What follows belongs to an exercise in optimizing a design on an open flow for small area; a production flow would make more cautious choices. In this exercise RTL edits were held to simulation tests only and were not proved equivalent to the original.

==> willow: inputs <==
## frogger
module frogger (clk, rst, update, VGA_R, VGA_G, VGA_B, hsync, vsync, blank_n, up, down, left, right, levelselect);
export LEC_CHECK = 0
export CAP_MARGIN = 20
export CORE_MARGIN = 2
export CORE_UTILIZATION = 30
export CTS_CLUSTER_DIAMETER = 150
export CTS_CLUSTER_SIZE = 16
export SLEW_MARGIN = 20
create_clock -name core_clock -period 20.0 [get_ports {clk}]
run.sh (not shown) runs the stock make flow with config.mk's settings and CLKGATE_MAP_FILE= SYNTH_SCRIPT=/design/flow/synth_recipe.tcl, a recipe that flattens the netlist after the stock synthesis.
==> inputs of amber, as changes to willow <==
==> flow/flow/run.sh (new file) <==
#!/bin/bash
# Layout flow: the standard synthesis, then an area-oriented re-mapping of the
# combinational logic only (every flip-flop instance of the standard synthesis is kept
# as it is, same name and cell), then the standard layout from floorplan to finish.
# Each tool's output goes to a log file of its own in this folder.
set -euo pipefail
WORK=$(pwd)
R=$WORK/orfs/results/$FLOW_PLATFORM/frogger/base
LIB=$FLOW_HOME/platforms/$FLOW_PLATFORM/lib/sky130_fd_sc_hd__tt_025C_1v80.lib
YOSYS=$FLOW_HOME/../tools/install/yosys/bin/yosys

# 1. standard synthesis
bash standard.sh synth > $WORK/log_1_standard_synth.log 2>&1

# 2. re-map the combinational logic for area
cp $R/1_2_yosys.v $WORK/standard_synth.v
python3 flow/libmodels.py $LIB $FLOW_HOME/platforms/$FLOW_PLATFORM/config.mk $WORK/comb_cells.v $WORK/dont_use.txt > $WORK/log_2_libmodels.log 2>&1
$YOSYS -p "read_liberty -lib $LIB; read_verilog $WORK/standard_synth.v; hierarchy -top $FLOW_TOP; \
  techmap -map $WORK/comb_cells.v; techmap; opt -purge; \
  abc -liberty $LIB $(cat $WORK/dont_use.txt) -script $WORK/flow/resyn.abc; opt_clean -purge; \
  hilomap -singleton -hicell sky130_fd_sc_hd__conb_1 HI -locell sky130_fd_sc_hd__conb_1 LO; \
  splitnets; opt_clean -purge; insbuf -buf sky130_fd_sc_hd__buf_4 A X; check -assert -mapped; \
  tee -o $WORK/resyn_stat.txt stat -liberty $LIB; \
  write_verilog -noattr -nohex -nodec $WORK/resyn1.v" > $WORK/log_3_resyn_yosys.log 2>&1
# a second area pass on the re-mapped netlist
$YOSYS -p "read_liberty -lib $LIB; read_verilog $WORK/resyn1.v; hierarchy -top $FLOW_TOP; \
  techmap -map $WORK/comb_cells.v; techmap; opt -purge; \
  abc -liberty $LIB $(cat $WORK/dont_use.txt) -script $WORK/flow/resyn2.abc; opt_clean -purge; \
  hilomap -singleton -hicell sky130_fd_sc_hd__conb_1 HI -locell sky130_fd_sc_hd__conb_1 LO; \
  splitnets; opt_clean -purge; insbuf -buf sky130_fd_sc_hd__buf_4 A X; check -assert -mapped; \
  tee -o $WORK/resyn_stat2.txt stat -liberty $LIB; \
  write_verilog -noattr -nohex -nodec $WORK/resyn.v" > $WORK/log_3b_resyn_yosys.log 2>&1 || cp $WORK/resyn1.v $WORK/resyn.v
[ -s $WORK/resyn.v ] || cp $WORK/resyn1.v $WORK/resyn.v

# the flip-flops must be exactly the standard synthesis's
ffs() { grep -oE '^\s*sky130_fd_sc_hd__[a-z]*df[a-z0-9_]* +[^ (]+' "$1" | sed -E 's/_[0-9]+ +/ /; s/^\s+//' | sort; }
if ! diff <(ffs $WORK/standard_synth.v) <(ffs $WORK/resyn.v) > $WORK/log_4_ffcheck.log 2>&1 || [ ! -s $WORK/resyn.v ]; then
  echo "flip-flops differ; using the standard synthesis" >> $WORK/log_4_ffcheck.log
  cp $WORK/standard_synth.v $WORK/resyn.v
fi
cp $WORK/resyn.v $R/1_2_yosys.v
rm -f $R/1_synth.odb $R/1_synth.sdc

# 3. standard layout from the re-mapped netlist; every input and output port still
#    gets its own buffer, the smallest buffer cell instead of clkdlybuf4s50_1
export BUFFER_PORTS_ARGS="-buffer_cell sky130_fd_sc_hd__buf_1"
bash standard.sh > $WORK/log_5_standard_layout.log 2>&1
==> flow/flow/libmodels.py (new file) <==
"""Write Verilog models (one assign per output pin) of the combinational cells of a
liberty file, so Yosys can turn a mapped netlist's logic cells back into gates, and
the -dont_use arguments for the platform's don't-use cells.
usage: libmodels.py LIB PLATFORM_CONFIG_MK OUT_MODELS_V OUT_DONTUSE_TXT"""
import re, sys
lib = open(sys.argv[1]).read()
out = []
for c in re.split(r'\n\s*cell\s*\(\s*"?', lib)[1:]:
    name = re.match(r'(\w+)', c).group(1)
    if re.search(r'\b(ff|latch|statetable)\s*\(', c):   # sequential cells stay as they are
        continue
    ins, outs = [], []
    for pn, body in re.findall(r'pin\s*\(\s*"?(\w+)"?\s*\)\s*\{(.*?)\n\s{8}\}', c, re.S):
        d = re.search(r'direction\s*:\s*"?(\w+)', body)
        if not d: continue
        if d.group(1) == 'input': ins.append(pn)
        elif d.group(1) == 'output':
            f = re.search(r'function\s*:\s*"([^"]*)"', body)
            if f: outs.append((pn, f.group(1)))
    if not outs: continue
    def conv(f):
        f = f.replace('!', '~')
        f = re.sub(r'\)\s*\(', ') & (', f)
        for _ in range(2): f = re.sub(r'(\w)\s+(\w)', r'\1 & \2', f)
        f = re.sub(r'(\w)\s+\(', r'\1 & (', f)
        f = re.sub(r'\)\s+(\w)', r') & \1', f)
        return f
    out.append(f"module {name}({', '.join(ins + [o for o, _ in outs])});")
    out += [f"  input {i};" for i in ins]
    for o, f in outs: out.append(f"  output {o};\n  assign {o} = {conv(f)};")
    out.append("endmodule")
open(sys.argv[3], 'w').write('\n'.join(out) + '\n')
cfg = open(sys.argv[2]).read()
m = re.search(r'export DONT_USE_CELLS \+= \\\n((?:.*\\\n)*.*\n)', cfg)
open(sys.argv[4], 'w').write(' '.join('-dont_use ' + c for c in re.findall(r'sky130_fd_sc_hd__\w+', m.group(1))))
==> flow/flow/resyn.abc (new file) <==
strash
&get -n
&st
&deepsyn -T 300
&put
dc2
&get -n
&st
&dch -f
&nf -R 5000 -a
&put
mfs2 -a -W 6
strash
&get -n
&st
&dch -f
&nf -R 5000 -a
&put
mfs2 -a -W 6
strash
&get -n
&st
&dch -f
&nf -R 5000
&put
topo
dnsize -c
==> flow/flow/resyn2.abc (new file) <==
strash
&get -n
&st
&deepsyn -T 240
&put
dc2
&get -n
&st
&dch -f
&nf -R 5000 -a
&put
mfs2 -a -W 6
strash
&get -n
&st
&dch -f
&nf -R 5000 -a
&put
mfs2 -a -W 6
strash
&get -n
&st
&dch -f
&nf -R 5000
&put
topo
dnsize -c
==> flow/standard.sh (new file) <==
#!/bin/bash
# synth_recipe.tcl (not shown) runs the flow's synth.tcl, then flattens the netlist and writes it again
# the make line also repeats each setting of config.mk as NAME=value (left out here)
make -C /OpenROAD-flow-scripts/flow DESIGN_CONFIG=/design/flow/config.mk WORK_HOME=/design/flow/orfs CLKGATE_MAP_FILE= SYNTH_SCRIPT=/design/flow/synth_recipe.tcl "${@:-finish}"
- CTS_CLUSTER_DIAMETER: 150 -> 200
- CTS_CLUSTER_SIZE: 16 -> 20
removed: flow/run.sh
==> inputs of lagoon, as changes to willow <==
==> flow/flow/run.sh (new file) <==
#!/bin/bash
# Layout flow: the standard synthesis, then an area-oriented re-mapping of the
# combinational logic only (every flip-flop instance of the standard synthesis is kept
# as it is, same name and cell), then the standard layout from floorplan to finish.
# Each tool's output goes to a log file of its own in this folder.
set -euo pipefail
WORK=$(pwd)
R=$WORK/orfs/results/$FLOW_PLATFORM/frogger/base
LIB=$FLOW_HOME/platforms/$FLOW_PLATFORM/lib/sky130_fd_sc_hd__tt_025C_1v80.lib
YOSYS=$FLOW_HOME/../tools/install/yosys/bin/yosys

# 1. standard synthesis
bash standard.sh synth > $WORK/log_1_standard_synth.log 2>&1

# 2. re-map the combinational logic for area
cp $R/1_2_yosys.v $WORK/standard_synth.v
python3 flow/libmodels.py $LIB $FLOW_HOME/platforms/$FLOW_PLATFORM/config.mk $WORK/comb_cells.v $WORK/dont_use.txt > $WORK/log_2_libmodels.log 2>&1
$YOSYS -p "read_liberty -lib $LIB; read_verilog $WORK/standard_synth.v; hierarchy -top $FLOW_TOP; \
  techmap -map $WORK/comb_cells.v; techmap; opt -purge; \
  abc -liberty $LIB $(cat $WORK/dont_use.txt) -script $WORK/flow/resyn.abc; opt_clean -purge; \
  hilomap -singleton -hicell sky130_fd_sc_hd__conb_1 HI -locell sky130_fd_sc_hd__conb_1 LO; \
  splitnets; opt_clean -purge; insbuf -buf sky130_fd_sc_hd__buf_4 A X; check -assert -mapped; \
  tee -o $WORK/resyn_stat.txt stat -liberty $LIB; \
  write_verilog -noattr -nohex -nodec $WORK/resyn.v" > $WORK/log_3_resyn_yosys.log 2>&1

# the flip-flops must be exactly the standard synthesis's
ffs() { grep -oE '^\s*sky130_fd_sc_hd__[a-z]*df[a-z0-9_]* +[^ (]+' "$1" | sed -E 's/_[0-9]+ +/ /; s/^\s+//' | sort; }
if ! diff <(ffs $WORK/standard_synth.v) <(ffs $WORK/resyn.v) > $WORK/log_4_ffcheck.log 2>&1 || [ ! -s $WORK/resyn.v ]; then
  echo "flip-flops differ; using the standard synthesis" >> $WORK/log_4_ffcheck.log
  cp $WORK/standard_synth.v $WORK/resyn.v
fi
cp $WORK/resyn.v $R/1_2_yosys.v
rm -f $R/1_synth.odb $R/1_synth.sdc

# 3. standard layout from the re-mapped netlist
bash standard.sh > $WORK/log_5_standard_layout.log 2>&1
==> flow/flow/libmodels.py (new file) <==
"""Write Verilog models (one assign per output pin) of the combinational cells of a
liberty file, so Yosys can turn a mapped netlist's logic cells back into gates, and
the -dont_use arguments for the platform's don't-use cells.
usage: libmodels.py LIB PLATFORM_CONFIG_MK OUT_MODELS_V OUT_DONTUSE_TXT"""
import re, sys
lib = open(sys.argv[1]).read()
out = []
for c in re.split(r'\n\s*cell\s*\(\s*"?', lib)[1:]:
    name = re.match(r'(\w+)', c).group(1)
    if re.search(r'\b(ff|latch|statetable)\s*\(', c):   # sequential cells stay as they are
        continue
    ins, outs = [], []
    for pn, body in re.findall(r'pin\s*\(\s*"?(\w+)"?\s*\)\s*\{(.*?)\n\s{8}\}', c, re.S):
        d = re.search(r'direction\s*:\s*"?(\w+)', body)
        if not d: continue
        if d.group(1) == 'input': ins.append(pn)
        elif d.group(1) == 'output':
            f = re.search(r'function\s*:\s*"([^"]*)"', body)
            if f: outs.append((pn, f.group(1)))
    if not outs: continue
    def conv(f):
        f = f.replace('!', '~')
        f = re.sub(r'\)\s*\(', ') & (', f)
        for _ in range(2): f = re.sub(r'(\w)\s+(\w)', r'\1 & \2', f)
        f = re.sub(r'(\w)\s+\(', r'\1 & (', f)
        f = re.sub(r'\)\s+(\w)', r') & \1', f)
        return f
    out.append(f"module {name}({', '.join(ins + [o for o, _ in outs])});")
    out += [f"  input {i};" for i in ins]
    for o, f in outs: out.append(f"  output {o};\n  assign {o} = {conv(f)};")
    out.append("endmodule")
open(sys.argv[3], 'w').write('\n'.join(out) + '\n')
cfg = open(sys.argv[2]).read()
m = re.search(r'export DONT_USE_CELLS \+= \\\n((?:.*\\\n)*.*\n)', cfg)
open(sys.argv[4], 'w').write(' '.join('-dont_use ' + c for c in re.findall(r'sky130_fd_sc_hd__\w+', m.group(1))))
==> flow/flow/resyn.abc (new file) <==
strash
&get -n
&st
&deepsyn -T 600
&put
dc2
&get -n
&st
&dch -f
&nf -R 2000 -a
&put
mfs2 -a
strash
&get -n
&st
&dch -f
&nf -R 2000
&put
topo
dnsize -c
==> flow/standard.sh (new file) <==
#!/bin/bash
# synth_recipe.tcl (not shown) runs the flow's synth.tcl, then flattens the netlist and writes it again
# the make line also repeats each setting of config.mk as NAME=value (left out here)
make -C /OpenROAD-flow-scripts/flow DESIGN_CONFIG=/design/flow/config.mk WORK_HOME=/design/flow/orfs CLKGATE_MAP_FILE= SYNTH_SCRIPT=/design/flow/synth_recipe.tcl "${@:-finish}"
- CTS_CLUSTER_DIAMETER: 150 -> 200
- CTS_CLUSTER_SIZE: 16 -> 20
removed: flow/run.sh
==> comparison <==
lagoon went through all stages and came out clean. amber passed the timing, DRC and antenna checks. willow ran to the end with no violations.
Sequential share of layout area: willow < lagoon < amber.
The lowest routed wire length belongs to lagoon, the highest to willow.
Against willow, the register-to-register slack of lagoon is lower by 1200 ps.
Critical path depth: willow < lagoon < amber.

afterwards: timing with drivers on the ports:
The results above use ideal ports. As a check the final layouts listed here were re-extracted and re-timed, cells and wires unchanged. Step 1 assumes that a clkbuf_16 drives the clock port and a buf_2 every other input. Step 2 adds t to the input delays and takes it off the output delays; t is the mean of the earliest and latest rising clock arrival at the registers after step 1. Input paths then give back, and output paths get back, about the clock's delay inside the block. Slacks: ideal / step 1 / step 2; pairs: ideal / step 1.
run	t (ns)	setup slack, ns	clock arrival spread, ns	slew at the worst register clock pin (ns)
willow	0.663	10.340 / 10.340 / 10.340	0.047 / 0.047	0.10 / 0.10
amber	0.650	8.287 / 8.287 / 8.287	0.031 / 0.030	0.10 / 0.10
lagoon	0.641	9.163 / 9.163 / 9.163	0.029 / 0.029	0.11 / 0.11
After both steps setup and hold are still met in every run listed.
